Context: an optimization exercise on an open-source flow, tuned for small area, a short achievable clock period and few clock cycles per item. The choices shown serve that exercise and are no tape-out recipe.
RTL that was checked went through simulation tests only; none was proved equivalent to the original.
The RTL of runs 1 to 4 was laid out without a check of its function.

## flow/flow/run.sh

```bash
#!/bin/bash
# The standard layout (the standard.sh, standard synthesis included), with the
# ports buffered by plain buffers instead of the delay buffers buffer_ports picks.
set -euo pipefail
export BUFFER_PORTS_ARGS="-buffer_cell sky130_fd_sc_hd__buf_1"
bash standard.sh > standard.log 2>&1
```

## flow/standard.sh

```bash
#!/bin/bash
# synth_recipe.tcl (not shown) runs the flow's synth.tcl, then flattens the netlist and writes it again
# the make line also repeats each setting of config.mk as NAME=value (left out here)
make -C /OpenROAD-flow-scripts/flow DESIGN_CONFIG=/design/flow/config.mk WORK_HOME=/design/flow/orfs CLKGATE_MAP_FILE= SYNTH_SCRIPT=/design/flow/synth_recipe.tcl "${@:-finish}"
```

## flow/config.mk

```make
export PLATFORM = sky130hd
export DESIGN_NAME = AES
export DESIGN_NICKNAME = AES
export VERILOG_FILES = /design/flow/design.v
export SDC_FILE = /design/flow/constraint.sdc
export NUM_CORES = 4
export LEC_CHECK = 0
export CAP_MARGIN = 20
export CORE_MARGIN = 2
export CORE_UTILIZATION = 40
export SETUP_SLACK_MARGIN = 2.6
export SLEW_MARGIN = 20
export SYNTH_HIERARCHICAL = 1
export SYNTH_MINIMUM_KEEP_SIZE = 0
```

## flow/constraint.sdc

```tcl
create_clock -name core_clock -period 5.0 [get_ports {clk}]
set_input_delay 1.0000 -clock core_clock [delete_from_list [all_inputs] [get_ports {clk}]]
set_output_delay 1.0000 -clock core_clock [all_outputs]
set_load 0.01 [all_outputs]
```

## flow/design.v

```verilog
module NibbleSub(
    input  [3:0] a,
    output [3:0] b
    );
    assign b[0] = (~a[3] & ~a[2] & a[1] & ~a[0])
                 | (~a[3] & ~a[2] & a[1] & a[0])
                 | (~a[3] & a[2] & ~a[1] & a[0])
                 | (~a[3] & a[2] & a[1] & ~a[0])
                 | (a[3] & ~a[2] & ~a[1] & ~a[0])
                 | (a[3] & a[2] & ~a[1] & ~a[0])
                 | (a[3] & a[2] & ~a[1] & a[0])
                 | (a[3] & a[2] & a[1] & a[0]);
    assign b[1] = (~a[3] & ~a[2] & ~a[1] & ~a[0])
                 | (~a[3] & a[2] & ~a[1] & ~a[0])
                 | (~a[3] & a[2] & ~a[1] & a[0])
                 | (~a[3] & a[2] & a[1] & ~a[0])
                 | (a[3] & ~a[2] & ~a[1] & ~a[0])
                 | (a[3] & ~a[2] & ~a[1] & a[0])
                 | (a[3] & ~a[2] & a[1] & ~a[0])
                 | (a[3] & a[2] & a[1] & a[0]);
    assign b[2] = (~a[3] & ~a[2] & ~a[1] & ~a[0])
                 | (~a[3] & ~a[2] & ~a[1] & a[0])
                 | (~a[3] & ~a[2] & a[1] & ~a[0])
                 | (~a[3] & a[2] & ~a[1] & a[0])
                 | (a[3] & ~a[2] & a[1] & ~a[0])
                 | (a[3] & ~a[2] & a[1] & a[0])
                 | (a[3] & a[2] & ~a[1] & ~a[0])
                 | (a[3] & a[2] & a[1] & a[0]);
    assign b[3] = (~a[3] & ~a[2] & ~a[1] & ~a[0])
                 | (~a[3] & ~a[2] & a[1] & ~a[0])
                 | (~a[3] & a[2] & ~a[1] & a[0])
                 | (~a[3] & a[2] & a[1] & ~a[0])
                 | (~a[3] & a[2] & a[1] & a[0])
                 | (a[3] & ~a[2] & ~a[1] & a[0])
                 | (a[3] & ~a[2] & a[1] & a[0])
                 | (a[3] & a[2] & ~a[1] & a[0]);
endmodule
module AES(
    input clk,nrst,load,
    input [15:0] data_input,input_vector,key,
    input  [3:0] round_number,
    output [15:0] data_output,
    output finish
    );
    reg [15:0] s, k;
    reg [3:0]  r;
    reg        last, busy, fin;
    wire [3:0] t0, t1, t2, t3;
    NibbleSub ns0(.a(s[15:12]), .b(t0));
    NibbleSub ns1(.a(s[3:0]),   .b(t1));
    NibbleSub ns2(.a(s[7:4]),   .b(t2));
    NibbleSub ns3(.a(s[11:8]),  .b(t3));
    function [3:0] x2(input [3:0] a);
        x2 = {a[2:0], 1'b0} ^ {2'b00, a[3], a[3]};
    endfunction
    wire [3:0] u01 = x2(t0 ^ t1) & {4{~last}};
    wire [3:0] u23 = x2(t2 ^ t3) & {4{~last}};
    wire [15:0] m = {t0 ^ u01, t1 ^ u01, t2 ^ u23, t3 ^ u23};
    wire [3:0] sk;
    NibbleSub ns4(.a(k[3:0]), .b(sk));
    wire [3:0] p4 = k[15:12] ^ r;
    wire [3:0] p5 = p4 ^ k[11:8];
    wire [3:0] p6 = p5 ^ k[7:4];
    wire [3:0] p7 = p6 ^ k[3:0];
    wire [15:0] kn = {p4 ^ sk, p5 ^ sk, p6 ^ sk, p7 ^ sk};
    wire [15:0] k_d = load ? key : kn;
    wire [15:0] s_d = (load ? (data_input ^ input_vector) : m) ^ k_d;
    wire [3:0]  r_d = load ? 4'd1 : r + 4'd1;
    always @(posedge clk) begin
        if (load | busy) s <= s_d;
        k    <= k_d;
        r    <= r_d;
        last <= (r_d == round_number);
    end
    always @(posedge clk or negedge nrst) begin
        if (!nrst) begin
            busy <= 1'b0;
            fin  <= 1'b0;
        end else if (load) begin
            busy <= 1'b1;
            fin  <= 1'b0;
        end else if (busy & last) begin
            busy <= 1'b0;
            fin  <= 1'b1;
        end
    end
    assign data_output = s;
    assign finish = fin;
endmodule
```

==> results of run 1 <==
final timing paths:
| check | from | endpoint | slack [ps] | cells past startpoint |
|---|---|---|---|---|
| min in group core_clock | fin$_DFFE_PN0P_ | fin$_DFFE_PN0P_ | 510 | 2 |
| max in group asynchronous | nrst | busy$_DFFE_PN0P_ | 4410 | 1 |
| min reg2reg | fin$_DFFE_PN0P_ | fin$_DFFE_PN0P_ | 510 | 2 |
| min | nrst | fin$_DFFE_PN0P_ | 470 | 1 |
| max reg2reg | k[1]$_DFF_P_ | s[2]$_DFFE_PP_ | 2670 | 8 |
| max | k[1]$_DFF_P_ | s[2]$_DFFE_PP_ | 2670 | 8 |
kinds of logic after synthesis:
group           count (synthesis)  synth area share [%]
fa+ha+maj                       1                 0.413
simple gates                   88                  15.1
compound gates                 58                  11.7
flops                          39                  31.4
xor+xnor                      103                  32.1
mux                            15                  5.25
buf+inv                        25                  3.93
repair_timing:
action	4_1_cts	5_1_grt
gates resized for setup	8	10
buffers inserted	2	17
setup endpoints to repair	12	11
pin swaps	2	4
through the flow:
step	instance area [µm²]	worst slack [ps]	hold slack, ps
6_report	3640	2670	466
5_1_grt	3640	2530	461
4_1_cts	3470	2550	462
3_5_place_dp	3330	2220	495
3_3_place_gp	3330	2230	490
2_1_floorplan	3030	2670	468
cell usage after synthesis (2+ instances only):
cell,count,area share (%)
mux2_2,7,2.6
nand2b_1,20,4.1
inv_1,7,0.87
clkbuf_1,5,0.62
nand3_1,6,0.99
nand2_2,5,1.0
nor2_1,17,2.1
buf_1,3,0.37
o21a_1,7,1.7
dfxtp_1,21,14
nor3b_2,5,2.1
nor3_1,4,0.66
a211oi_1,5,1.2
a21oi_1,11,1.8
buf_2,5,0.83
o21ai_0,20,3.3
nand2_1,28,3.5
edfxtp_1,16,16
mux2i_1,8,2.6
o211ai_1,5,1.2
a31oi_1,6,1.2
dfrtp_1,2,1.7
o31a_1,2,0.58
xnor2_1,65,19
xor2_1,33,9.5
buf_4,5,1.2
cells in the final DEF (no fill, tap or decap), drive strengths merged, types with 8 or more instances in the layout:
master / instances
buf: 90
xnor2: 66
xor2: 33
nand2: 33
dfxtp: 21
o21ai: 20
nand2b: 20
nor2: 17
edfxtp: 16
a21oi: 11
mux2i: 8
sequential cells by signal (all words and copies together), names as in the netlist:
name and cells:
busy 1, fin 1, k 16, last 1, r 4, s 16
Yosys stat by module (local to each module, per instance):
module     cells inside  copies in the design  cell area [µm²]
AES                 224                     1             2330
NibbleSub            21                     5              139
metal layers:
layer	share of wire [%]	vias up
li1	-	1253
met1	49	1096
met2	46	47
met3	3.6	6
met4	1.1	0
met5	0	-
worst max-delay path, cell delays in order, from the launching register on:
cell	delay, ps
dfxtp_4	390
nand2b_1	160
mux2i_1	120
a21oi_1	220
xor2_2	270
xor3_2	440
xnor2_2	240
xnor2_1	150
mux2i_1	90
cell type report:
cell class                      count  area, µm²  area share (%)
Clock buffer                        6       72.6            1.99
Inverter                            7       26.3           0.722
Tap cell                           99        124            3.40
Clock inverter                      2       12.5           0.344
Timing Repair Buffer               91        420            11.5
Multi-Input combinational cell    265       2020            55.5
Sequential cell                    39        963            26.5
==> flow_summary.json, run 1 <==
{
  "path_max_fanout": 9,
  "critPathCaptureType": "flop",
  "grt_setup_unrepaired": "true",
  "edff_count_synth": 16,
  "startpoint_type": "flop",
  "yosys_warnings": 7,
  "gr-usage-met2_pct": 25.6,
  "cts_tree": "yes",
  "cts_root_buf": "clkbuf_8",
  "cts_sinks": 39,
  "synth_cells": 329,
  "nets": 465,
  "dr_total_vias": 2402,
  "globalRouteMet1Util_pct": 22.3,
  "setup_total_negative_slack_ps": 0,
  "gr-usage-all-layers_pct": 16.1,
  "timing.clock.skew_ps": 7.54,
  "rd_place_congestion": 0.793,
  "violation_count_after_the_first_detailed_route_iteration": 65,
  "hpwl_dp_mm": 4.93,
  "design.core.area_mm2": 0.00729,
  "result_of_the_run": "timing/DRC/antenna clean",
  "boundaryPins": 72,
  "share_of_cells_above_drive_strength_1_pct": 15.4,
  "layout_fillers": 737,
  "data_required_time_at_the_worst_endpoint_ps": 5040,
  "antenna_cells": 0,
  "grt_pass1_vias": 2260,
  "final_cells": 509,
  "vias_per_cell": 4.72,
  "finalCritPeriodShare_pct": 46.7,
  "grt_start_max_net_pins": 47,
  "die_w_um": 91.0,
  "postSynthRegisterBits": 39,
  "insertion_delay_ps": 300,
  "hold_violations": 0,
  "area_delta_synth_final_pct": 20.2,
  "cts_htree_levels": 2,
  "antenna_left": 0,
  "cts_buffers": 5,
  "route.detailed.drc": 0,
  "hold_class": "input pin to asynchronous set/reset pin",
  "final_core_utilization_pct": 49.9,
  "postSynthAreaPerCell_um2": 9.20,
  "mappedNetlistArea_mm2": 0.00303,
  "die-area_mm2": 0.00828,
  "postCtsHoldBufs": 0,
  "post_drt_wl_per_cell_um": 13.0,
  "finalSetupViolations": 0,
  "yosysSeqAreaShare_pct": 31.4,
  "worst_relative_slew_slack_pct": 66.2,
  "path_clk_slew_ps": 80,
  "max_clock_freq_ghz": 0.428,
  "antenna_violations_before_repair": 0,
  "layer_with_the_highest_usage": "met2",
  "rows": 31,
  "met3_global_route_usage_pct": 3.07,
  "ys_async_sr_fraction_pct": 5.13,
  "final_period_demand_of_the_worst_path_ps": 2330,
  "place.port_buffers": 71,
  "place_inst": 482,
  "initial_core_util_pct": 41.5,
  "total_length_of_routed_wires_mm": 6.63,
  "drt_pre_antenna_iters": 6,
  "syn-num-nets": 385,
  "global_route_wire_length_before_repair_mm": 10.7,
  "worst-endpoint-arrival_ps": 2370,
  "setup.worst_path.class": "flop to flop",
  "synth_cell_types": 37,
  "ys_dominant_reg_cell": "dfxtp_1",
  "timing_max_transition_violations_final": 0,
  "clockBufferDepth": 2,
  "cap_violations": 0,
  "chipHeight_um": 91.0,
  "worst_slew_pin_tran_ps": 507,
  "grt-ovfl-total": 0
}
==> inputs of run 2 (changes only) <==
--- a/flow/config.mk
+++ b/flow/config.mk
@@ -10,3 +10,3 @@
 export CORE_UTILIZATION = 40
-export SETUP_SLACK_MARGIN = 2.6
+export SETUP_SLACK_MARGIN = 2.9
 export SLEW_MARGIN = 20
==> run 2 against run 1 <==
Count of clock-buffer cells in the layout increased by 1. Cell count rose by 9.4%. Still clean on timing, DRC and antenna. Highest routed layer unchanged. Critical path type unchanged. Die area stayed put. Sequential share of layout area fell by 3.7 points. Largest cell class unchanged. Synthesized area did not move.
==> flow_summary.json, run 2 <==
{
  "result_of_the_run": "timing/DRC/antenna clean",
  "timing.critical_path.mode_cell": "xor2_1",
  "synth_top_cells_by_area": "xnor2_1, edfxtp_1, dfxtp_1, xor2_1, nand2b_1",
  "chipHeight_um": 91.0,
  "final_cells": 557,
  "yosys_warnings": 7,
  "postCtsHoldBufs": 0,
  "ys_async_sr_fraction_pct": 5.13,
  "post_drt_wl_per_cell_um": 13.3,
  "boundaryPins": 72,
  "worst_hold_slack_ps": 472,
  "dr_total_vias": 2618,
  "final_period_demand_of_the_worst_path_ps": 2310,
  "most_common_library_cell_in_the_layout_ignoring_fill_and_taps": "buf_1",
  "global_route_wire_length_before_repair_mm": 11.4,
  "timing.reg2reg.setup_slack_ps": 2690,
  "hold_class": "input pin to asynchronous set/reset pin",
  "cts_buffers": 5,
  "initial_core_util_pct": 41.5,
  "setup.worst_path.class": "flop to flop",
  "clockBufferDepth": 2,
  "finalSetupViolations": 0,
  "rr_worst_depth": 9,
  "grt_setup_unrepaired": "true",
  "yosysSeqAreaShare_pct": 31.4,
  "hold_violations": 0,
  "antenna_left": 0,
  "drt_pre_antenna_iters": 4,
  "slowest_stage": "edfxtp_1",
  "ys_dominant_reg_cell": "dfxtp_1",
  "cts_sinks": 39,
  "place_inst": 482,
  "data_required_time_at_the_worst_endpoint_ps": 5050,
  "place.port_buffers": 71,
  "critical_path.reg2reg.startpoint": "s[15]$_DFFE_PP_",
  "grt-ovfl-total": 0,
  "insertion_delay_ps": 290,
  "postSynthRegisterBits": 39,
  "path_clk_slew_ps": 80,
  "cts_root_buf": "clkbuf_8",
  "path_max_fanout": 6,
  "synth.most_common_cell": "xnor2_1",
  "critPathCaptureType": "flop",
  "syn-num-nets": 385,
  "path_cells": "buf_4 -> xor2_1 -> nand2b_1 -> o211ai_1 -> xnor2_1 -> xnor2_2 -> nor3_1 -> o31a_1 -> xor2_1",
  "postSynthAreaPerCell_um2": 9.20,
  "finalCritPeriodShare_pct": 46.3,
  "cts_tree": "yes",
  "setup_total_negative_slack_ps": 0,
  "synth_largest_type_area_fraction_pct": 18.8,
  "rd_place_congestion": 0.812,
  "registers_with_the_most_flip_flops": "k x16, s x16, r x4",
  "share_of_cells_above_drive_strength_1_pct": 31.7,
  "critical_path.reg2reg.endpoint": "s[9]$_DFFE_PP_",
  "die_w_um": 91.0,
  "grt_pass1_vias": 2491,
  "area_delta_synth_final_pct": 40.3,
  "startpoint_type": "flop",
  "max_stage_delay_on_crit_path_ps": 500,
  "max_clock_freq_ghz": 0.432,
  "cap_violations": 0,
  "design_area_mm2": 0.00425,
  "cts_htree_levels": 2,
  "violation_count_after_the_first_detailed_route_iteration": 118,
  "gr-usage-all-layers_pct": 17.3,
  "antenna_violations_before_repair": 0,
  "timing.clock.skew_ps": 3.79,
  "rows": 31,
  "total_length_of_routed_wires_mm": 7.40,
  "yosys-top-cells-count": "xnor2_1, xor2_1, nand2_1, dfxtp_1",
  "worst_slew_pin_tran_ps": 632,
  "route.detailed.drc": 0,
  "edff_count_synth": 16,
  "mostFrequentLayoutCells": "buf_1, buf_4, xnor2_1",
  "hpwl_dp_mm": 4.90,
  "nets": 513,
  "worst-endpoint-arrival_ps": 2360,
  "antenna_cells": 0,
  "synth_area_leader_cell": "xnor2_1",
  "synth_cells": 329,
  "timing_max_transition_violations_final": 0,
  "worst_relative_slew_slack_pct": 57.8,
  "design.core.area_mm2": 0.00729,
  "synth_cell_types": 37,
  "grt_start_max_net_pins": 54,
  "placement.cell_area_mm2": 0.00337,
  "die-area_mm2": 0.00828,
  "vias_per_cell": 4.70,
  "mappedNetlistArea_mm2": 0.00303
}
-- run 2: stage by stage --
| step | setup WS (ps) | util, % |
|---|---|---|
| finish | 2690 | 58.3 |
| global route | 2540 | 58.3 |
| CTS | 2750 | 54.3 |
| detailed placement | 2350 | 46.2 |
| global placement | 2370 | 46.2 |
| floorplan | 2850 | - |
-- run 2: cell type report --
class	count	area, µm²
clock buffer	7	86.3
fill	656	3040
multi-input combinational	265	2200
clock inverter	1	5.00
timing repair buffer	139	840
tap	99	124
inverter	7	26.3
sequential	39	966
-- run 2: kinds of logic after synthesis --
family | count (synthesis) | synth area share, %
simple gates | 88 | 15.1
buf+inv | 25 | 3.93
compound gates | 58 | 11.7
flops | 39 | 31.4
mux | 15 | 5.25
fa+ha+maj | 1 | 0.413
xor+xnor | 103 | 32.1
-- run 2: worst max-delay path by stage --
| stage | start | end | cells after the start |
|---|---|---|---|
| 5_1_grt | s[15]$_DFFE_PP_ | s[13]$_DFFE_PP_ | 9 |
| 2_1_floorplan | k[2]$_DFF_P_ | s[5]$_DFFE_PP_ | 9 |
| 3_3_place_gp | load | s[9]$_DFFE_PP_ | 3 |
| 6_report | s[15]$_DFFE_PP_ | s[9]$_DFFE_PP_ | 9 |
| 4_1_cts | k[2]$_DFF_P_ | s[1]$_DFFE_PP_ | 8 |
| 3_5_place_dp | load | s[9]$_DFFE_PP_ | 3 |
-- run 2: worst max-delay path, delay by kind of cell (launching register included) --
kind / cells / cell delay [ps]
compound gates: 2 / 470
flops: 1 / 500
simple gates: 2 / 160
xor+xnor: 4 / 740
buf+inv: 1 / 190
-- run 2: layer usage --
| metal | vias to the layer above | track usage (%) | share of wire, % |
|---|---|---|---|
| met5 | - | 0 | 0 |
| li1 | 1356 | - | - |
| met3 | 9 | 3.57 | 2.9 |
| met2 | 44 | 29.9 | 49 |
| met1 | 1209 | 21.7 | 46 |
| met4 | 0 | 4.92 | 1.3 |
-- run 2: per-module statistics from Yosys, one instance, submodules excluded --
module,cells,copies in the design,flip-flops and latches,area [µm²]
NibbleSub,21,5,0,139
AES,224,1,39,2330
-- run 2: repair_timing --
item | in CTS | in global routing
setup endpoints to repair | 36 | 41
setup buffers | 49 | 18
pin swaps | 25 | 25
resized for setup | 33 | 39
hold endpoints to repair | 0 | 0
==> inputs of run 3 (changes only) <==
--- a/flow/design.v
+++ b/flow/design.v
@@ -37,2 +37,30 @@
 endmodule
+module key_generation(
+    input  [15:0] k,
+    input  [3:0]  r,
+    output [15:0] p
+    );
+    wire [3:0] p4 = k[15:12] ^ r;
+    wire [3:0] p5 = p4 ^ k[11:8];
+    wire [3:0] p6 = p5 ^ k[7:4];
+    wire [3:0] p7 = p6 ^ k[3:0];
+    assign p = {p4, p5, p6, p7};
+endmodule
+module AES_datapath(
+    input         load, last,
+    input  [15:0] t, p,
+    input  [3:0]  sk,
+    input  [15:0] data_input, input_vector, key,
+    output [15:0] s_d, k_d
+    );
+    function [3:0] x2(input [3:0] a);
+        x2 = {a[2:0], 1'b0} ^ {2'b00, a[3], a[3]};
+    endfunction
+    wire [3:0] u01 = x2(t[15:12] ^ t[11:8]) & {4{~last}};
+    wire [3:0] u23 = x2(t[7:4] ^ t[3:0]) & {4{~last}};
+    wire [15:0] kn = p ^ {4{sk}};
+    wire [15:0] sn = t ^ kn ^ {u01, u01, u23, u23};
+    assign k_d = load ? key : kn;
+    assign s_d = load ? (data_input ^ input_vector ^ key) : sn;
+endmodule
 module AES(
@@ -52,17 +80,10 @@
     NibbleSub ns3(.a(s[11:8]),  .b(t3));
-    function [3:0] x2(input [3:0] a);
-        x2 = {a[2:0], 1'b0} ^ {2'b00, a[3], a[3]};
-    endfunction
-    wire [3:0] u01 = x2(t0 ^ t1) & {4{~last}};
-    wire [3:0] u23 = x2(t2 ^ t3) & {4{~last}};
-    wire [15:0] m = {t0 ^ u01, t1 ^ u01, t2 ^ u23, t3 ^ u23};
     wire [3:0] sk;
     NibbleSub ns4(.a(k[3:0]), .b(sk));
-    wire [3:0] p4 = k[15:12] ^ r;
-    wire [3:0] p5 = p4 ^ k[11:8];
-    wire [3:0] p6 = p5 ^ k[7:4];
-    wire [3:0] p7 = p6 ^ k[3:0];
-    wire [15:0] kn = {p4 ^ sk, p5 ^ sk, p6 ^ sk, p7 ^ sk};
-    wire [15:0] k_d = load ? key : kn;
-    wire [15:0] s_d = (load ? (data_input ^ input_vector) : m) ^ k_d;
+    wire [15:0] p;
+    key_generation kp(.k(k), .r(r), .p(p));
+    wire [15:0] s_d, k_d;
+    AES_datapath dp(.load(load), .last(last), .t({t0, t1, t2, t3}), .sk(sk), .p(p),
+                    .data_input(data_input), .input_vector(input_vector), .key(key),
+                    .s_d(s_d), .k_d(k_d));
     wire [3:0]  r_d = load ? 4'd1 : r + 4'd1;
--- a/flow/config.mk
+++ b/flow/config.mk
@@ -10,3 +10,3 @@
 export CORE_UTILIZATION = 40
-export SETUP_SLACK_MARGIN = 2.9
+export SETUP_SLACK_MARGIN = 2.6
 export SLEW_MARGIN = 20
==> run 3 against run 2 <==
Still clean on timing, DRC and antenna. Synthesized cell count is 4.9% higher. Count of clock-buffer cells in the layout rose by 1. First-iteration DRC count fell by 34%. Synthesized area up 7.9%. Global-route usage up 0.25 points. Die area rose by 7.5%. Sequential share of layout area rose by 3.1 points. Cell area shrank 13%. Via count shrank 4.9%. Cell count down 8.6%. Highest routed layer unchanged.
==> flow_summary.json, run 3 <==
{
  "grt_pass1_vias": 2491,
  "chipHeight_um": 94.4,
  "mostFrequentLayoutCells": "buf_1, xnor2_1, xor2_1",
  "finalSetupViolations": 0,
  "synth_cells": 345,
  "max_stage_delay_on_crit_path_ps": 530,
  "worst_relative_slew_slack_pct": 58.1,
  "boundaryPins": 72,
  "hpwl_dp_mm": 5.63,
  "setup_total_negative_slack_ps": 0,
  "final_period_demand_of_the_worst_path_ps": 2250,
  "design.core.area_mm2": 0.00781,
  "worst_hold_slack_ps": 480,
  "cts_tree": "yes",
  "yosys-top-cells-count": "xnor2_1, xor2_1, nor2_1, a21oi_1, dfxtp_1",
  "edff_count_synth": 16,
  "worst_slew_pin_tran_ps": 625,
  "cts_sinks": 39,
  "die_w_um": 94.4,
  "violation_count_after_the_first_detailed_route_iteration": 78,
  "ys_async_sr_fraction_pct": 5.13,
  "yosysSeqAreaShare_pct": 29.1,
  "setup.worst_path.class": "flop to flop",
  "insertion_delay_ps": 290,
  "start_point_of_the_critical_path": "s[11]$_DFFE_PP_",
  "post_drt_wl_per_cell_um": 14.0,
  "kind_of_cell_with_the_highest_combined_delay_on_the_critical_path": "simple AND/OR/NAND/NOR gates",
  "cts_buffers": 5,
  "nets": 462,
  "route.detailed.drc": 0,
  "path_cells": "nand2b_1 -> o211ai_1 -> xnor2_1 -> xnor2_1 -> or4_1 -> o211ai_1",
  "most_common_library_cell_in_the_layout_ignoring_fill_and_taps": "buf_1",
  "startpoint_type": "flop",
  "hold_violations": 0,
  "place_ws_ps": 2210,
  "grt-ovfl-total": 0,
  "data_required_time_at_the_worst_endpoint_ps": 5130,
  "global_route_wire_length_before_repair_mm": 12.0,
  "grt_start_max_net_pins": 44,
  "setup.worst_path.end": "s[5]$_DFFE_PP_",
  "area_delta_synth_final_pct": 12.8,
  "clockBufferDepth": 2,
  "critPathCaptureType": "flop",
  "vias_per_cell": 4.89,
  "initial_core_util_pct": 41.8,
  "total_length_of_routed_wires_mm": 7.15,
  "slowest_stage": "edfxtp_1",
  "rr_worst_depth": 6,
  "critical_path.reg2reg.endpoint": "s[5]$_DFFE_PP_",
  "postSynthAreaPerCell_um2": 9.47,
  "die-area_mm2": 0.00890,
  "antenna_cells": 0,
  "synth_largest_type_area_fraction_pct": 18.2,
  "synth_area_leader_cell": "xnor2_1",
  "grt_setup_unrepaired": "false",
  "dr_total_vias": 2491,
  "synth_cell_types": 38,
  "antenna_left": 0,
  "path_clk_slew_ps": 80,
  "crit_cells": 6,
  "gr-usage-all-layers_pct": 17.5,
  "mappedNetlistArea_mm2": 0.00327,
  "cp_num_buf_inv": 0,
  "syn-num-nets": 401,
  "timing_max_transition_violations_final": 0,
  "cts_htree_levels": 2,
  "antenna_violations_before_repair": 0,
  "critical_path.reg2reg.startpoint": "s[11]$_DFFE_PP_",
  "drt_pre_antenna_iters": 4,
  "share_of_cells_above_drive_strength_1_pct": 10.1,
  "timing.reg2reg.setup_slack_ps": 2750,
  "cts_root_buf": "clkbuf_8",
  "max_clock_freq_ghz": 0.445,
  "synth.most_common_cell": "xnor2_1",
  "postSynthRegisterBits": 39,
  "path_max_fanout": 9,
  "final_cells": 509,
  "cap_violations": 0,
  "timing.clock.skew_ps": 6.71,
  "worst-endpoint-arrival_ps": 2380,
  "yosys_warnings": 8,
  "result_of_the_run": "timing/DRC/antenna clean",
  "place.port_buffers": 71,
  "ys_dominant_reg_cell": "dfxtp_1",
  "place_inst": 501,
  "synth_top_cells_by_area": "xnor2_1, edfxtp_1, dfxtp_1, xor2_1, a21oi_1",
  "registers_with_the_most_flip_flops": "k x16, s x16, r x4",
  "rows": 32,
  "finalCritPeriodShare_pct": 44.9,
  "post_cts.repair.setup_buffers": 0,
  "final_critical_path_setup_slack_ps": 2750,
  "rd_place_congestion": 0.765,
  "hold_class": "input pin to asynchronous set/reset pin"
}
[run 3: worst min-delay path by stage]
stage	end	slack, ps	depth (start not counted)
floorplan	busy$_DFFE_PN0P_	470	1
global route	fin$_DFFE_PN0P_	480	1
finish	fin$_DFFE_PN0P_	480	1
CTS	fin$_DFFE_PN0P_	470	1
global placement	busy$_DFFE_PN0P_	480	1
detailed placement	fin$_DFFE_PN0P_	490	2
[run 3: cell families after synthesis]
family          Yosys count  synth area share (%)
fa+ha+maj                 1                 0.383
mux                      18                  6.13
simple gates             83                  14.3
xor+xnor                120                  35.0
flops                    39                  29.1
buf+inv                  25                  3.95
compound gates           59                  11.1
[run 3: final cells by class]
class	instances	area (µm²)
Clock buffer	8	100
Fill cell	776	4130
Inverter	7	26.3
Multi-Input combinational cell	281	2200
Sequential cell	39	951
Tap cell	102	128
Timing Repair Buffer	72	275
[run 3: layer usage]
metal,share of wire (%),track usage (%),routed length [µm],up-vias
li1,-,-,-,1278
met1,47,22.7,3350,1165
met2,49,30.3,3510,42
met3,2.8,2.47,200,6
met4,1.2,5.19,85,0
met5,0,0,0,-
[run 3: per-module statistics from Yosys (local to each module, per instance)]
module	flip-flops and latches	area [µm²]	times used	cells inside
AES_datapath	0	1180	1	156
AES	39	1130	1	64
key_generation	0	260	1	20
NibbleSub	0	139	5	21
[run 3: metrics by stage]
| step | util, % | instance area [µm²] |
|---|---|---|
| finish | 47.2 | 3680 |
| global route | 47.2 | 3680 |
| CTS | 47.0 | 3670 |
| detailed placement | 45.7 | 3560 |
| global placement | 45.7 | 3560 |
| floorplan | - | 3270 |
[run 3: what timing repair did]
item | in CTS | in global routing
hold buffers | 0 | 0
gates resized for setup | 2 | 2
setup endpoints to repair | 11 | 5
cloned | 0 | 0
==> inputs of run 4 (changes only) <==
==> flow/run.sh (new file) <==
#!/bin/bash
# synth_recipe.tcl (not shown) runs the flow's synth.tcl, then flattens the netlist and writes it again
# the make line also repeats each setting of config.mk as NAME=value (left out here)
make -C /OpenROAD-flow-scripts/flow DESIGN_CONFIG=/design/flow/config.mk WORK_HOME=/design/flow/orfs CLKGATE_MAP_FILE= SYNTH_SCRIPT=/design/flow/synth_recipe.tcl finish
--- a/flow/config.mk
+++ b/flow/config.mk
@@ -10,3 +10,2 @@
 export CORE_UTILIZATION = 40
-export SETUP_SLACK_MARGIN = 2.6
 export SLEW_MARGIN = 20
removed: flow/flow/run.sh
removed: flow/standard.sh
==> run 4 against run 3 <==
Maximum frequency shrank 11%. First-iteration DRC count increased by 17%. Still clean on timing, DRC and antenna. Synthesized area unchanged. Sequential share of layout area fell by 2.6 points. Global-route usage shrank 0.47 points.
==> flow_summary.json, run 4 <==
{
  "synth.most_common_cell": "xnor2_1",
  "die-area_mm2": 0.00890,
  "dr_total_vias": 2523,
  "synth_area_leader_cell": "xnor2_1",
  "grt-ovfl-total": 0,
  "hold_class": "flop to flop",
  "data_required_time_at_the_worst_endpoint_ps": 5130,
  "rd_place_congestion": 0.778,
  "timing.clock.skew_ps": 4.04,
  "cap_violations": 0,
  "mostFrequentLayoutCells": "clkdlybuf4s50_1, xnor2_1, xor2_1",
  "mappedNetlistArea_mm2": 0.00327,
  "cts_htree_levels": 2,
  "postSynthRegisterBits": 39,
  "finalSetupViolations": 0,
  "gr-usage-all-layers_pct": 17.0,
  "worst_slew_pin_tran_ps": 845,
  "global_route_wire_length_before_repair_mm": 11.7,
  "cts_buffers": 5,
  "initial_core_util_pct": 41.8,
  "cts_sinks": 39,
  "place.port_buffers": 71,
  "layout_fillers": 721,
  "grt_setup_unrepaired": "false",
  "hold_violations": 0,
  "nets": 462,
  "drt_pre_antenna_iters": 4,
  "insertion_delay_ps": 280,
  "share_of_cells_above_drive_strength_1_pct": 9.09,
  "synth_largest_type_area_fraction_pct": 18.2,
  "hold-path-endpoint": "busy$_DFFE_PN0P_",
  "postSynthAreaPerCell_um2": 9.47,
  "design.core.area_mm2": 0.00781,
  "chipHeight_um": 94.4,
  "critical_path.reg2reg.endpoint": "s[5]$_DFFE_PP_",
  "post_cts.repair.setup_buffers": 0,
  "path_max_fanout": 10,
  "yosys-top-cells-count": "xnor2_1, xor2_1, nor2_1, a21oi_1, dfxtp_1",
  "clockBufferDepth": 2,
  "post_drt_wl_per_cell_um": 14.1,
  "critPathCaptureType": "flop",
  "edff_count_synth": 16,
  "timing.reg2reg.setup_slack_ps": 2460,
  "ys_dominant_reg_cell": "dfxtp_1",
  "timing_max_transition_violations_final": 0,
  "path_clk_slew_ps": 80,
  "worst_relative_slew_slack_pct": 43.4,
  "setup_total_negative_slack_ps": 0,
  "antenna_cells": 0,
  "hold_start": "busy$_DFFE_PN0P_",
  "route.detailed.drc": 0,
  "die_w_um": 94.4,
  "total_length_of_routed_wires_mm": 7.16,
  "setup.worst_path.class": "flop to flop",
  "grt_pass1_vias": 2404,
  "ys_async_sr_fraction_pct": 5.13,
  "antenna_violations_before_repair": 0,
  "startpoint_type": "flop",
  "vias_per_cell": 4.96,
  "grt_start_max_net_pins": 53,
  "max_clock_freq_ghz": 0.394,
  "synth_cell_types": 38,
  "registers_with_the_most_flip_flops": "k x16, s x16, r x4",
  "critical_path.reg2reg.startpoint": "k[2]$_DFF_P_",
  "cts_root_buf": "clkbuf_8",
  "cts_tree": "yes",
  "finalCritPeriodShare_pct": 50.7,
  "worst-endpoint-arrival_ps": 2660,
  "final_period_demand_of_the_worst_path_ps": 2540,
  "result_of_the_run": "timing/DRC/antenna clean",
  "area_delta_synth_final_pct": 25.2,
  "postcts_resize_cnt": 0,
  "postCtsHoldBufs": 0,
  "most_common_library_cell_in_the_layout_ignoring_fill_and_taps": "clkdlybuf4s50_1",
  "boundaryPins": 72,
  "yosys_warnings": 8,
  "synth_cells": 345,
  "holdPathStages": 1,
  "synth_top_cells_by_area": "xnor2_1, edfxtp_1, dfxtp_1, xor2_1, a21oi_1",
  "worst_hold_slack_ps": 503,
  "yosysSeqAreaShare_pct": 29.1,
  "violation_count_after_the_first_detailed_route_iteration": 91,
  "hpwl_dp_mm": 5.65,
  "syn-num-nets": 401,
  "rr_worst_depth": 7,
  "rows": 32,
  "antenna_left": 0
}
run 4: layout make-up:
cell class | count | area [µm²] | area share [%]
multi-input cells | 281 | 2190 | 53.4
flip-flops and latches | 39 | 951 | 23.2
repair buffers | 72 | 718 | 17.6
well taps | 102 | 128 | 3.12
clock buffers | 7 | 76.3 | 1.87
inverters | 7 | 26.3 | 0.642
clock inverters | 1 | 5.00 | 0.122
run 4: per-module statistics from Yosys, one instance, submodules excluded:
module          area, µm²  times used  flip-flops and latches  cells
NibbleSub             139           5                       0     21
key_generation        260           1                       0     20
AES_datapath         1180           1                       0    156
AES                  1130           1                      39     64
run 4: critical path: stages (launching register included):
cell	delay, ps
dfxtp_1	520
nand2_1	110
xor2_1	150
a211oi_1	670
xnor2_1	220
xnor2_1	180
or4_1	420
o211ai_1	110
run 4: worst max path at each step:
| stage | startpoint | endpoint | cells past startpoint |
|---|---|---|---|
| detailed placement | load | s[13]$_DFFE_PP_ | 5 |
| CTS | k[2]$_DFF_P_ | s[5]$_DFFE_PP_ | 7 |
| global route | k[3]$_DFF_P_ | s[13]$_DFFE_PP_ | 7 |
| global placement | load | s[9]$_DFFE_PP_ | 5 |
| floorplan | s[15]$_DFFE_PP_ | s[13]$_DFFE_PP_ | 8 |
| finish | k[2]$_DFF_P_ | s[5]$_DFFE_PP_ | 7 |
run 4: routing by layer:
| layer | routed length (µm) | share of wire, % | vias to the layer above | global-route usage, % |
|---|---|---|---|---|
| met4 | 97 | 1.4 | 0 | 5.19 |
| met2 | 3470 | 49 | 52 | 29.5 |
| met5 | 0 | 0 | - | 0 |
| li1 | - | - | 1285 | - |
| met3 | 227 | 3.2 | 8 | 2.08 |
| met1 | 3360 | 47 | 1178 | 22.3 |
run 4: metrics by stage:
step	std cells	setup WS (ps)	utilization (%)	area [µm²]
5_1_grt	509	2230	52.4	4090
2_1_floorplan	345	2950	-	3270
3_5_place_dp	501	2180	51.3	4010
3_3_place_gp	501	2220	51.3	4010
6_report	509	2460	52.4	4090
4_1_cts	509	2440	52.4	4090
run 4: cell families after synthesis:
group | share of synthesized area, %
compound gates | 11.1
mux | 6.13
flops | 29.1
simple gates | 14.3
fa+ha+maj | 0.383
xor+xnor | 35.0
buf+inv | 3.95
==> inputs of run 5 (changes only) <==
--- a/flow/design.v
+++ b/flow/design.v
@@ -60,6 +60,6 @@
     wire [3:0] u23 = x2(t[7:4] ^ t[3:0]) & {4{~last}};
+    wire [15:0] m = t ^ {u01, u01, u23, u23};
     wire [15:0] kn = p ^ {4{sk}};
-    wire [15:0] sn = t ^ kn ^ {u01, u01, u23, u23};
     assign k_d = load ? key : kn;
-    assign s_d = load ? (data_input ^ input_vector ^ key) : sn;
+    assign s_d = (load ? (data_input ^ input_vector) : m) ^ k_d;
 endmodule
==> flow/flow/run.sh (new file) <==
#!/bin/bash
# The standard layout (the standard.sh, standard synthesis included), with the
# ports buffered by plain buffers instead of the delay buffers buffer_ports picks.
set -euo pipefail
export BUFFER_PORTS_ARGS="-buffer_cell sky130_fd_sc_hd__buf_1"
bash standard.sh > standard.log 2>&1
==> flow/standard.sh (new file) <==
#!/bin/bash
# synth_recipe.tcl (not shown) runs the flow's synth.tcl, then flattens the netlist and writes it again
# the make line also repeats each setting of config.mk as NAME=value (left out here)
make -C /OpenROAD-flow-scripts/flow DESIGN_CONFIG=/design/flow/config.mk WORK_HOME=/design/flow/orfs CLKGATE_MAP_FILE= SYNTH_SCRIPT=/design/flow/synth_recipe.tcl "${@:-finish}"
--- a/flow/config.mk
+++ b/flow/config.mk
@@ -10,2 +10,3 @@
 export CORE_UTILIZATION = 40
+export SETUP_SLACK_MARGIN = 2.8
 export SLEW_MARGIN = 20
removed: flow/run.sh
==> run 5 against run 4 <==
Largest cell class unchanged. Synthesized cell count grew 1.2%. Flip-flop and latch count is the same. Critical path type unchanged. Synthesized area shrank 3.7%. Register-to-register slack gained 310 ps. Via count grew 3.7%. Sequential share of layout area grew 0.63 points. Non-clock buffer count grew 45.
==> flow_summary.json, run 5 <==
{
  "result_of_the_run": "timing/DRC/antenna clean",
  "synth.most_common_cell": "xnor2_1",
  "rows": 32,
  "area_delta_synth_final_pct": 26.7,
  "yosysSeqAreaShare_pct": 30.2,
  "boundaryPins": 72,
  "cts_sinks": 39,
  "global_route_wire_length_before_repair_mm": 10.6,
  "worst_slew_pin_tran_ps": 668,
  "cts_buffers": 5,
  "place_ws_ps": 2250,
  "cts_root_buf": "clkbuf_8",
  "antenna_left": 0,
  "max_clock_freq_ghz": 0.449,
  "die_w_um": 92.7,
  "synth_cells": 349,
  "synth_area_leader_cell": "xnor2_1",
  "hpwl_dp_mm": 5.03,
  "mostFrequentLayoutCells": "buf_1, xnor2_1, buf_4",
  "insertion_delay_ps": 300,
  "route.detailed.drc": 0,
  "ys_dominant_reg_cell": "dfxtp_1",
  "die-area_mm2": 0.00859,
  "antenna_cells": 0,
  "vias_per_cell": 4.73,
  "cap_violations": 0,
  "m1WireLength_mm": 3.37,
  "max_stage_delay_on_crit_path_ps": 490,
  "postSynthAreaPerCell_um2": 9.01,
  "dr_total_vias": 2617,
  "timing.clock.skew_ps": 8.03,
  "clockBufferDepth": 2,
  "final_period_demand_of_the_worst_path_ps": 2230,
  "post_drt_wl_per_cell_um": 13.0,
  "mappedNetlistArea_mm2": 0.00314,
  "rd_place_congestion": 0.771,
  "synth_cell_types": 38,
  "start_point_of_the_critical_path": "s[15]$_DFFE_PP_",
  "path_cells": "buf_4 -> xor2_2 -> nand2b_1 -> o211ai_1 -> xnor2_1 -> xnor2_2 -> nor3_1 -> o31ai_2 -> xnor2_1",
  "path_max_fanout": 5,
  "dr_wl_met2_mm": 3.43,
  "hold_class": "input pin to asynchronous set/reset pin",
  "timing.critical_path.mode_cell": "xnor2_1",
  "synth_largest_type_area_fraction_pct": 18.4,
  "slowest_stage": "edfxtp_1",
  "total_length_of_routed_wires_mm": 7.18,
  "worst_relative_slew_slack_pct": 55.4,
  "chipHeight_um": 92.7,
  "grt_start_max_net_pins": 40,
  "rr_worst_depth": 9,
  "edff_count_synth": 16,
  "ys_async_sr_fraction_pct": 5.13,
  "antenna_violations_before_repair": 0,
  "yosys_warnings": 8,
  "worst-endpoint-arrival_ps": 2280,
  "postSynthRegisterBits": 39,
  "hold_violations": 0,
  "timing_max_transition_violations_final": 0,
  "grt_setup_unrepaired": "true",
  "layout_fillers": 730,
  "path_clk_slew_ps": 80,
  "drt_pre_antenna_iters": 4,
  "grt-ovfl-total": 0,
  "highest_layer": "met4",
  "design.core.area_mm2": 0.00769,
  "share_of_cells_above_drive_strength_1_pct": 21.5,
  "critical_path.reg2reg.endpoint": "s[13]$_DFFE_PP_",
  "critical_path.reg2reg.startpoint": "s[15]$_DFFE_PP_",
  "postCtsHoldBufs": 0,
  "finalSetupViolations": 0,
  "initial_core_util_pct": 40.9,
  "wl_met3_um": 336,
  "startpoint_type": "flop",
  "finalCritPeriodShare_pct": 44.5,
  "critPathCaptureType": "flop",
  "timing.reg2reg.setup_slack_ps": 2770,
  "gr-usage-all-layers_pct": 15.7,
  "nets": 506,
  "cts_htree_levels": 2,
  "place.port_buffers": 71,
  "data_required_time_at_the_worst_endpoint_ps": 5050,
  "synth_top_cells_by_area": "xnor2_1, edfxtp_1, dfxtp_1, xor2_1, o21ai_0",
  "registers_with_the_most_flip_flops": "k x16, s x16, r x4",
  "yosys-top-cells-count": "xnor2_1, nand2_1, o21ai_0, xor2_1, dfxtp_1",
  "syn-num-nets": 405,
  "most_common_library_cell_in_the_layout_ignoring_fill_and_taps": "buf_1",
  "grt_pass1_vias": 2211,
  "cts_tree": "yes",
  "violation_count_after_the_first_detailed_route_iteration": 110,
  "setup_total_negative_slack_ps": 0,
  "setup.worst_path.class": "flop to flop",
  "final_critical_path_setup_slack_ps": 2770
}
-- run 5: area by class of cell --
class,instances,area (µm²),share of cell area [%]
clock inverters,3,20.0,0.503
flip-flops and latches,39,951,23.9
multi-input cells,281,2160,54.4
inverters,6,22.5,0.566
repair buffers,117,628,15.8
well taps,102,128,3.20
clock buffers,5,68.8,1.73
-- run 5: kinds of logic (layout without fill, tap and decap cells) --
logic type | after synthesis | in the layout | share of synthesized area (%)
compound gates | 71 | 71 | 14.1
fa+ha+maj | 1 | 1 | 0.398
flops | 39 | 39 | 30.2
mux | 6 | 6 | 2.07
simple gates | 99 | 99 | 16.4
xor+xnor | 104 | 104 | 32.4
buf+inv | 29 | 131 | 4.38
-- run 5: critical path, delay by kind of cell (launching register included) --
family / cells / cell delay [ps]
xor gates and xnor gates: 4 / 730
DFF: 1 / 490
AOI/OAI and AO/OA: 2 / 420
buffers and inverters: 1 / 190
and+or+nand+nor: 2 / 170
-- run 5: stage by stage --
stage	std cells	util, %	hold slack, ps	area, µm²
3_5_place_dp	500	44.6	488	3430
3_3_place_gp	500	44.6	480	3430
2_1_floorplan	349	-	467	3140
4_1_cts	517	47.2	469	3630
6_report	553	51.8	480	3980
5_1_grt	553	51.8	471	3980
-- run 5: how the worst max path moves through the flow --
stage                      end  slack [ps]
3_5_place_dp      last$_DFF_P_        2250
4_1_cts           last$_DFF_P_        2750
2_1_floorplan   s[1]$_DFFE_PP_        2940
3_3_place_gp      last$_DFF_P_        2280
5_1_grt        s[15]$_DFFE_PP_        2640
6_report       s[13]$_DFFE_PP_        2770
-- run 5: per-layer routing --
metal  GRT usage [%]  up-vias
li1                -     1359
met1            22.4     1193
met2            25.3       58
met3            2.85        7
met4            2.94        0
met5               0        -
-- run 5: per-module statistics from Yosys, one instance, submodules excluded --
module / times used / flip-flops and latches / cells inside
key_generation: 1 / 0 / 20
NibbleSub: 5 / 0 / 21
AES_datapath: 1 / 0 / 160
AES: 1 / 39 / 64
-- run 5: timing repair --
item                       CTS  global route
buffers inserted             9            36
gates resized for setup      8            24
pin swaps                    6            19
setup endpoints to repair   15            17
Testbench counts of run 5, summed over its fixed seeds: cycles 1,935, items 192.
==> inputs of run 6 (changes only) <==
--- a/flow/config.mk
+++ b/flow/config.mk
@@ -10,3 +10,3 @@
 export CORE_UTILIZATION = 40
-export SETUP_SLACK_MARGIN = 2.8
+export SETUP_SLACK_MARGIN = 2.4
 export SLEW_MARGIN = 20
==> run 6 against run 5 <==
Hold slack improved by 3.7 ps. Critical path depth fell by 3. Sequential share of layout area rose by 3.1 points. Maximum frequency fell by 8.3%. First-iteration DRC count fell by 3.6%. Count of clock-buffer cells in the layout did not move. Highest routed layer unchanged.
==> flow_summary.json, run 6 <==
{
  "result_of_the_run": "timing/DRC/antenna clean",
  "global_route_wire_length_before_repair_mm": 10.1,
  "kind_of_cell_with_the_highest_combined_delay_on_the_critical_path": "buffers and inverters",
  "postSynthAreaPerCell_um2": 9.01,
  "drt_pre_antenna_iters": 4,
  "grt_pass1_vias": 2131,
  "cap_violations": 0,
  "postSynthRegisterBits": 39,
  "synth.most_common_cell": "xnor2_1",
  "synth_top_cells_by_area": "xnor2_1, edfxtp_1, dfxtp_1, xor2_1, o21ai_0",
  "finalSetupViolations": 0,
  "synth_area_leader_cell": "xnor2_1",
  "cts_root_buf": "clkbuf_8",
  "insertion_delay_ps": 290,
  "yosysSeqAreaShare_pct": 30.2,
  "place_ws_ps": 2250,
  "cp_num_buf_inv": 2,
  "worst_slew_pin_tran_ps": 813,
  "chipHeight_um": 92.7,
  "globalRouteMet1Util_pct": 21.7,
  "hold_class": "input pin to asynchronous set/reset pin",
  "synth_cells": 349,
  "violation_count_after_the_first_detailed_route_iteration": 106,
  "cts_tree": "yes",
  "ys_dominant_reg_cell": "dfxtp_1",
  "final_critical_path_setup_slack_ps": 2570,
  "cts_sinks": 39,
  "synth_largest_type_area_fraction_pct": 18.4,
  "layer_with_the_highest_usage": "met2",
  "timing_max_transition_violations_final": 0,
  "hpwl_dp_mm": 5.03,
  "ys_async_sr_fraction_pct": 5.13,
  "mappedNetlistArea_mm2": 0.00314,
  "cts_htree_levels": 2,
  "timing.clock.skew_ps": 7.35,
  "worst_hold_slack_ps": 483,
  "place.port_buffers": 71,
  "path_max_fanout": 39,
  "share_of_cells_above_drive_strength_1_pct": 8.62,
  "antenna_violations_before_repair": 0,
  "die_w_um": 92.7,
  "critPathCaptureType": "flop",
  "gr-usage-met2_pct": 23.8,
  "die-area_mm2": 0.00859,
  "worst-endpoint-arrival_ps": 2620,
  "grt_setup_unrepaired": "false",
  "post_cts.repair.setup_buffers": 0,
  "yosys_warnings": 8,
  "startpoint_type": "input pin",
  "most_common_library_cell_in_the_layout_ignoring_fill_and_taps": "buf_1",
  "grt-ovfl-total": 0,
  "mostFrequentLayoutCells": "buf_1, xnor2_1, nand2_1",
  "setup.worst_path.class": "input pin to flop",
  "vias_per_cell": 4.77,
  "worst_relative_slew_slack_pct": 45.5,
  "rows": 32,
  "finalCritPeriodShare_pct": 48.5,
  "design.core.area_mm2": 0.00769,
  "route.detailed.drc": 0,
  "path_clk_slew_ps": 80,
  "synth_cell_types": 38,
  "registers_with_the_most_flip_flops": "k x16, s x16, r x4",
  "total_length_of_routed_wires_mm": 6.48,
  "syn-num-nets": 405,
  "data_required_time_at_the_worst_endpoint_ps": 5190,
  "cts_buffers": 5,
  "path_cells": "clkbuf_2 -> buf_4 -> nor2_1 -> mux2_4 -> xnor2_2 -> and3_1",
  "boundaryPins": 72,
  "edff_count_synth": 16,
  "postcts_resize_cnt": 0,
  "antenna_left": 0,
  "hold_violations": 0,
  "nets": 461,
  "post_drt_wl_per_cell_um": 12.8,
  "area_delta_synth_final_pct": 12.1,
  "antenna_cells": 0,
  "rd_place_congestion": 0.771,
  "setup_total_negative_slack_ps": 0,
  "clockBufferDepth": 2,
  "met3_global_route_usage_pct": 2.85,
  "postCtsHoldBufs": 0,
  "dr_total_vias": 2421,
  "max_clock_freq_ghz": 0.412,
  "final_period_demand_of_the_worst_path_ps": 2430,
  "max_stage_delay_on_crit_path_ps": 480,
  "initial_core_util_pct": 40.9,
  "slowest_stage": "clkbuf_2",
  "gr-usage-all-layers_pct": 15.1,
  "yosys-top-cells-count": "xnor2_1, nand2_1, o21ai_0, xor2_1, dfxtp_1",
  "grt_start_max_net_pins": 40
}
## run 6: per-stage QoR
step,utilization [%],cell area (µm²),std cells
2_1_floorplan,-,3140,349
3_3_place_gp,44.6,3430,500
3_5_place_dp,44.6,3430,500
6_report,45.9,3530,508
4_1_cts,45.8,3520,508
5_1_grt,45.9,3530,508
## run 6: worst paths after layout
check | depth (start not counted) | slack, ps | from | end
max reg2reg | 8 | 2730 | s[2]$_DFFE_PP_ | s[14]$_DFFE_PP_
min reg2reg | 1 | 510 | busy$_DFFE_PN0P_ | busy$_DFFE_PN0P_
max | 6 | 2570 | load | last$_DFF_P_
min | 1 | 480 | nrst | fin$_DFFE_PN0P_
min in group core_clock | 1 | 510 | busy$_DFFE_PN0P_ | busy$_DFFE_PN0P_
max in group asynchronous | 1 | 4380 | nrst | busy$_DFFE_PN0P_
## run 6: logic make-up (layout without fill, tap and decap cells)
logic type,Yosys count,after routing,synth area share (%)
AOI/OAI and AO/OA,71,71,14.1
xor gates and xnor gates,104,104,32.4
adders and majority gates,1,1,0.398
buffers and inverters,29,86,4.38
muxes,6,6,2.07
DFF,39,39,30.2
and+or+nand+nor,99,99,16.4
## run 6: area by class of cell
class	count	area (µm²)
Clock buffer	5	68.8
Clock inverter	3	20.0
Fill cell	758	4160
Inverter	6	22.5
Multi-Input combinational cell	281	2060
Sequential cell	39	951
Tap cell	102	128
Timing Repair Buffer	72	275
## run 6: modules after synthesis (local to each module, per instance)
module          cells  times used  area (µm²)  flip-flops and latches
NibbleSub          21           5         139                       0
key_generation     20           1         260                       0
AES                64           1        1130                      39
AES_datapath      160           1        1060                       0
## run 6: per-layer routing
metal	routed length [µm]	up-vias
met3	291	2
met2	2970	52
met5	0	-
met4	10	0
li1	-	1271
met1	3220	1096
## run 6: worst register-to-register path: cells and delay by family, from the launching register on
kind / cells / cell delay [ps]
xor gates and xnor gates: 4 / 660
DFF: 1 / 550
AOI/OAI and AO/OA: 2 / 510
and+or+nand+nor: 2 / 310
==> inputs of run 7 (changes only) <==
--- a/flow/config.mk
+++ b/flow/config.mk
@@ -7,2 +7,3 @@
 export LEC_CHECK = 0
+export ABC_AREA = 1
 export CAP_MARGIN = 20
@@ -10,3 +11,3 @@
 export CORE_UTILIZATION = 40
-export SETUP_SLACK_MARGIN = 2.4
+export SETUP_SLACK_MARGIN = 2.6
 export SLEW_MARGIN = 20
==> run 7 against run 6 <==
Maximum frequency up 9.2%. First-iteration DRC count rose by 58%. Still clean. Hold slack worse by 14 ps. Critical path depth shrank 3. Clock skew up 2.7 ps. Via count rose by 65%. Count of clock-buffer cells in the layout rose by 1. Global-route usage increased by 3.0 points. Synthesized area is 25% higher. Utilization down 0.73 points.
==> flow_summary.json, run 7 <==
{
  "grt_pass1_vias": 3520,
  "setup_total_negative_slack_ps": 0,
  "antenna_cells": 0,
  "layout_fillers": 1030,
  "place_ws_ps": 2040,
  "registers_with_the_most_flip_flops": "k x16, s x16, r x4",
  "startpoint_type": "input pin",
  "cts_htree_levels": 2,
  "path_max_fanout": 39,
  "synth_top_cells_by_area": "nand2_1, nand3_1, edfxtp_1, dfxtp_1, xnor2_1",
  "timing_max_transition_violations_final": 0,
  "hold_violations": 0,
  "drt_pre_antenna_iters": 5,
  "ys_async_sr_fraction_pct": 5.13,
  "clockBufferDepth": 2,
  "synth_largest_type_area_fraction_pct": 20.2,
  "boundaryPins": 72,
  "area_delta_synth_final_pct": 10.8,
  "total_length_of_routed_wires_mm": 9.40,
  "path_clk_slew_ps": 80,
  "cts_sinks": 39,
  "violation_count_after_the_first_detailed_route_iteration": 168,
  "die_w_um": 103,
  "final_critical_path_setup_slack_ps": 2780,
  "cap_violations": 0,
  "yosysSeqAreaShare_pct": 24.2,
  "mappedNetlistArea_mm2": 0.00393,
  "finalCritPeriodShare_pct": 44.4,
  "synth_cell_types": 28,
  "worst_slew_pin_tran_ps": 707,
  "global_route_wire_length_before_repair_mm": 15.3,
  "critPathCaptureType": "flop",
  "seq_area_um2": 951,
  "insertion_delay_ps": 300,
  "edff_count_synth": 16,
  "rows": 36,
  "critical_path.reg2reg.startpoint": "s[9]$_DFFE_PP_",
  "antenna_violations_before_repair": 0,
  "grt_start_max_net_pins": 45,
  "hpwl_dp_mm": 7.65,
  "syn-num-nets": 687,
  "design.core.area_mm2": 0.00964,
  "final_core_utilization_pct": 45.1,
  "hold_class": "input pin to asynchronous set/reset pin",
  "gr-usage-all-layers_pct": 18.1,
  "final_period_demand_of_the_worst_path_ps": 2220,
  "multi_input_area_mm2": 0.00254,
  "cts_buffers": 5,
  "post_drt_wl_per_cell_um": 11.3,
  "nets": 752,
  "postSynthRegisterBits": 39,
  "timing.clock.skew_ps": 10.0,
  "setup.worst_path.class": "input pin to flop",
  "place.port_buffers": 71,
  "rd_place_congestion": 0.847,
  "ys_dominant_reg_cell": "dfxtp_1",
  "finalSetupViolations": 0,
  "grt-ovfl-total": 0,
  "mostFrequentLayoutCells": "nand2_1, nand3_1, buf_1",
  "route.detailed.drc": 0,
  "result_of_the_run": "timing/DRC/antenna clean",
  "antenna_left": 0,
  "yosys-top-cells-count": "nand2_1, nand3_1, inv_1, nand2_2, nor2_1",
  "start_point_of_the_critical_path": "load",
  "yosys_warnings": 8,
  "max_clock_freq_ghz": 0.450,
  "chipHeight_um": 103,
  "worst_relative_slew_slack_pct": 52.7,
  "worst-endpoint-arrival_ps": 2150,
  "synth_area_leader_cell": "nand2_1",
  "initial_core_util_pct": 40.7,
  "die-area_mm2": 0.0106,
  "data_required_time_at_the_worst_endpoint_ps": 4920,
  "postSynthAreaPerCell_um2": 6.22,
  "cts_tree": "yes",
  "vias_per_cell": 4.80,
  "grt_setup_unrepaired": "false",
  "post_cts.repair.setup_buffers": 0,
  "synth.most_common_cell": "nand2_1",
  "dr_total_vias": 3984,
  "cts_root_buf": "clkbuf_8",
  "synth_cells": 631,
  "most_common_library_cell_in_the_layout_ignoring_fill_and_taps": "nand2_1",
  "share_of_cells_above_drive_strength_1_pct": 16.2
}
-- run 7: cell count changes after synthesis, sizes merged, moves of 6 or more --
cell / delta
nand2: +208
nand3: +103
a31oi: -6
inv: +83
a21oi: -10
clkbuf: -8
nand3b: +6
o21a: -9
nor2: +23
nand2b: -20
xnor2: -37
xor2: -22
-- run 7: per-module statistics from Yosys (local to each module, per instance) --
module,cells,cell area (µm²),flops+latches
AES_datapath,291,1540,0
AES,78,1130,39
key_generation,92,503,0
NibbleSub,34,151,0
-- run 7: cells by family after synthesis --
kind of cell | after synthesis | synth area share, %
AND/OR/NAND/NOR | 410 | 48.1
buffers and inverters | 102 | 11.1
XOR/XNOR | 41 | 9.14
flip-flops | 39 | 24.2
AO/OA/AOI/OAI | 38 | 7.07
adder cells (fa/ha/maj) | 1 | 0.319
-- run 7: cell type report --
cell class                      instances  share of cell area, %
Tap cell                              133                   3.83
Inverter                               89                   7.79
Clock buffer                            6                   1.67
Clock inverter                          2                  0.259
Multi-Input combinational cell        490                   58.4
Timing Repair Buffer                   71                   6.21
Sequential cell                        39                   21.9
-- run 7: critical path, cell delays in order --
cell and delay (ps):
clkbuf_4 450, inv_4 120, nand2_1 560
-- run 7: through the flow --
| step | std cells | cell area (µm²) | hold slack [ps] |
|---|---|---|---|
| 2_1_floorplan | 631 | 3930 | 485 |
| 3_3_place_gp | 822 | 4260 | 483 |
| 3_5_place_dp | 822 | 4260 | 488 |
| 4_1_cts | 830 | 4350 | 465 |
| 5_1_grt | 830 | 4350 | 467 |
| 6_report | 830 | 4350 | 469 |
-- run 7: worst paths after layout --
kind | slack [ps] | cells after the start | endpoint
max | 2780 | 3 | s[8]$_DFFE_PP_
min | 470 | 1 | fin$_DFFE_PN0P_
max reg2reg | 2860 | 13 | s[1]$_DFFE_PP_
min reg2reg | 500 | 2 | fin$_DFFE_PN0P_
max in group asynchronous | 4410 | 1 | busy$_DFFE_PN0P_
min in group core_clock | 500 | 2 | fin$_DFFE_PN0P_
-- run 7: routing by layer --
metal / GRT usage, % / part of all wire [%] / up-vias
li1: - / - / 2135
met1: 23.5 / 48 / 1767
met2: 32.5 / 48 / 77
met3: 2.37 / 3.7 / 5
met4: 2.94 / 0.67 / 0
met5: 0 / 0 / -
-- run 7: what timing repair did --
| action | 4_1_cts | 5_1_grt |
|---|---|---|
| hold buffers | 0 | 0 |
| gates resized for setup | 1 | 0 |
| setup endpoints to repair | 32 | 0 |
==> inputs of run 8 (changes only) <==
--- a/flow/config.mk
+++ b/flow/config.mk
@@ -7,3 +7,2 @@
 export LEC_CHECK = 0
-export ABC_AREA = 1
 export CAP_MARGIN = 20
==> run 8 against run 7 <==
Maximum frequency is 1.2% lower. Hold slack better by 9.8 ps. Utilization is 1.1 points higher. Sequential share of layout area is 4.9 points higher. Critical endpoint is now s[15]$_DFFE_PP_. Largest cell class unchanged.
==> flow_summary.json, run 8 <==
{
  "timing.reg2reg.setup_slack_ps": 2750,
  "setup_total_negative_slack_ps": 0,
  "yosys_warnings": 8,
  "largest_family_of_logic_cells_by_synthesized_area": "XOR/XNOR gates",
  "max_stage_delay_on_crit_path_ps": 530,
  "final_cells": 508,
  "antenna_left": 0,
  "area_delta_synth_final_pct": 12.9,
  "grt-ovfl-total": 0,
  "drt_pre_antenna_iters": 4,
  "cts_root_buf": "clkbuf_8",
  "synth.most_common_cell": "xnor2_1",
  "critical_path.reg2reg.startpoint": "s[13]$_DFFE_PP_",
  "global_route_wire_length_before_repair_mm": 10.1,
  "cts_buffers": 5,
  "yosys-top-cells-count": "xnor2_1, nand2_1, o21ai_0, xor2_1, dfxtp_1",
  "kind_of_cell_with_the_highest_combined_delay_on_the_critical_path": "flip-flops",
  "synthXorXnorAreaFrac_pct": 32.4,
  "worst_slew_pin_tran_ps": 629,
  "post_drt_wl_per_cell_um": 12.9,
  "mostFrequentLayoutCells": "buf_1, xnor2_1, nand2_1",
  "insertion_delay_ps": 300,
  "yosys.area_share.simple_pct": 16.4,
  "cts_tree": "yes",
  "start_point_of_the_critical_path": "s[13]$_DFFE_PP_",
  "synth_adder_area_share_pct": 0.398,
  "max_clock_freq_ghz": 0.445,
  "place.port_buffers": 71,
  "placement.cell_area_mm2": 0.00343,
  "boundaryPins": 72,
  "design.core.area_mm2": 0.00769,
  "rows": 32,
  "hpwl_dp_mm": 5.03,
  "grt_setup_unrepaired": "true",
  "grt_start_max_net_pins": 40,
  "nets": 461,
  "yosysSeqAreaShare_pct": 30.2,
  "dr_total_vias": 2419,
  "data_required_time_at_the_worst_endpoint_ps": 5050,
  "chipHeight_um": 92.7,
  "startpoint_type": "flop",
  "synth_cells": 349,
  "share_of_cells_above_drive_strength_1_pct": 9.61,
  "synth_cell_types": 38,
  "rr_worst_depth": 8,
  "design_area_mm2": 0.00355,
  "synth_top_cells_by_area": "xnor2_1, edfxtp_1, dfxtp_1, xor2_1, o21ai_0",
  "cts_htree_levels": 2,
  "mappedNetlistArea_mm2": 0.00314,
  "initial_core_util_pct": 40.9,
  "total_length_of_routed_wires_mm": 6.56,
  "worst_relative_slew_slack_pct": 58.0,
  "setup.worst_path.class": "flop to flop",
  "worst-endpoint-arrival_ps": 2290,
  "ys_dominant_reg_cell": "dfxtp_1",
  "final_period_demand_of_the_worst_path_ps": 2250,
  "cts_sinks": 39,
  "synth_compound_area_share_pct": 14.1,
  "ys_async_sr_fraction_pct": 5.13,
  "postSynthAreaPerCell_um2": 9.01,
  "edff_count_synth": 16,
  "synth_largest_type_area_fraction_pct": 18.4,
  "route.detailed.drc": 0,
  "gr-usage-all-layers_pct": 15.1,
  "most_common_library_cell_in_the_layout_ignoring_fill_and_taps": "buf_1",
  "hold_class": "input pin to asynchronous set/reset pin",
  "die_w_um": 92.7,
  "postSynthRegisterBits": 39,
  "result_of_the_run": "timing/DRC/antenna clean",
  "registers_with_the_most_flip_flops": "k x16, s x16, r x4",
  "syn-num-nets": 405,
  "cp_num_buf_inv": 0,
  "violation_count_after_the_first_detailed_route_iteration": 89,
  "hold_violations": 0,
  "timing.critical_path.mode_cell": "xnor2_1",
  "place_inst": 500,
  "critical_path.reg2reg.endpoint": "s[15]$_DFFE_PP_",
  "finalCritPeriodShare_pct": 44.9,
  "die-area_mm2": 0.00859,
  "timing_max_transition_violations_final": 0,
  "path_cells": "nand2b_1 -> mux2i_1 -> a21oi_1 -> xnor2_1 -> nor2_1 -> xor2_1 -> o21ai_0 -> xnor2_1",
  "finalSetupViolations": 0,
  "slowest_stage": "edfxtp_1",
  "grt_pass1_vias": 2131,
  "synth_area_leader_cell": "xnor2_1",
  "vias_per_cell": 4.76,
  "rd_place_congestion": 0.771,
  "timing.clock.skew_ps": 8.18,
  "antenna_cells": 0,
  "synth.area.mux_share_pct": 2.07,
  "postCtsHoldBufs": 0,
  "clockBufferDepth": 2,
  "path_max_fanout": 8,
  "path_clk_slew_ps": 80,
  "antenna_violations_before_repair": 0,
  "critPathCaptureType": "flop",
  "cap_violations": 0
}
-- run 8: worst reg2reg max path, delay by kind of cell, from the launching register on --
family / cells / cell delay [ps]
multiplexers: 1 / 130
flip-flops: 1 / 530
AND/OR/NAND/NOR: 2 / 410
AO/OA/AOI/OAI: 2 / 410
XOR/XNOR: 3 / 510
-- run 8: cell type report --
class                      count  area (µm²)
clock inverter                 3        20.0
timing repair buffer          72         278
clock buffer                   5        68.8
multi-input combinational    281        2080
tap                          102         128
inverter                       6        22.5
fill                         754        4140
sequential                    39         951
-- run 8: kinds of logic after synthesis --
logic type      count (synthesis)
xor+xnor                      104
compound gates                 71
simple gates                   99
mux                             6
fa+ha+maj                       1
flops                          39
buf+inv                        29
-- run 8: metrics by stage --
stage | util (%) | hold slack [ps] | setup slack [ps]
finish | 46.2 | 479 | 2750
global route | 46.2 | 471 | 2570
CTS | 45.8 | 469 | 2640
detailed placement | 44.6 | 488 | 2250
global placement | 44.6 | 480 | 2280
floorplan | - | 467 | 2940
-- run 8: per-layer routing --
metal / up-vias / track usage [%] / part of all wire [%]
met2: 54 / 23.8 / 46
met5: - / 0 / 0
met1: 1093 / 21.7 / 50
li1: 1268 / - / -
met4: 0 / 2.94 / 0.55
met3: 4 / 2.85 / 3.9
-- run 8: per-module statistics from Yosys, one instance, submodules excluded --
module,cell area [µm²],flip-flops and latches,cells inside
key_generation,260,0,20
NibbleSub,139,0,21
AES_datapath,1060,0,160
AES,1130,39,64
-- run 8: worst max-delay path by stage --
stage,endpoint,depth (start not counted)
2_1_floorplan,s[1]$_DFFE_PP_,9
3_3_place_gp,last$_DFF_P_,6
3_5_place_dp,last$_DFF_P_,6
4_1_cts,s[6]$_DFFE_PP_,8
5_1_grt,s[6]$_DFFE_PP_,8
6_report,s[15]$_DFFE_PP_,8
-- run 8: repair_timing --
item / in CTS / in global routing
buffers inserted: 0 / 0
resized for setup: 1 / 5
endpoints found under the setup margin: 1 / 6
cloned: 0 / 0

==> port drivers added, routing unchanged <==
How much do the figures lean on ideal ports? The routed layouts below were timed once more, with nothing changed but the port constraints. Step 1 sets driving cells, clkbuf_16 on the clock port and buf_2 on the other inputs (assumed; they add their load-dependent delay and slew). Step 2 times the ports against the registers' clock, not the clock port: input delays grow and output delays shrink by t, the midpoint of the rising clock arrivals with the driver on. Slacks: ideal / step 1 / step 2; pairs: ideal / step 1.
| run | t (ns) | setup slack, ns | worst register clock-pin slew, ns |
|---|---|---|---|
| run 1 | 0.326 | 2.665 / 2.665 / 2.471 | 0.08 / 0.08 |
| run 2 | 0.319 | 2.687 / 2.687 / 2.677 | 0.08 / 0.08 |
| run 3 | 0.322 | 2.753 / 2.753 / 2.551 | 0.08 / 0.08 |
| run 4 | 0.312 | 2.464 / 2.464 / 2.177 | 0.08 / 0.08 |
| run 5 | 0.318 | 2.775 / 2.773 / 2.531 | 0.08 / 0.08 |
| run 6 | 0.314 | 2.574 / 2.577 / 2.263 | 0.08 / 0.08 |
| run 7 | 0.322 | 2.779 / 2.784 / 2.462 | 0.09 / 0.09 |
| run 8 | 0.317 | 2.753 / 2.753 / 2.456 | 0.08 / 0.08 |
After both steps setup and hold are still met in every run listed. For run 7, which loses most, drivers alone change the setup slack by +0.005 ns; drivers and shift together by -0.317 ns.
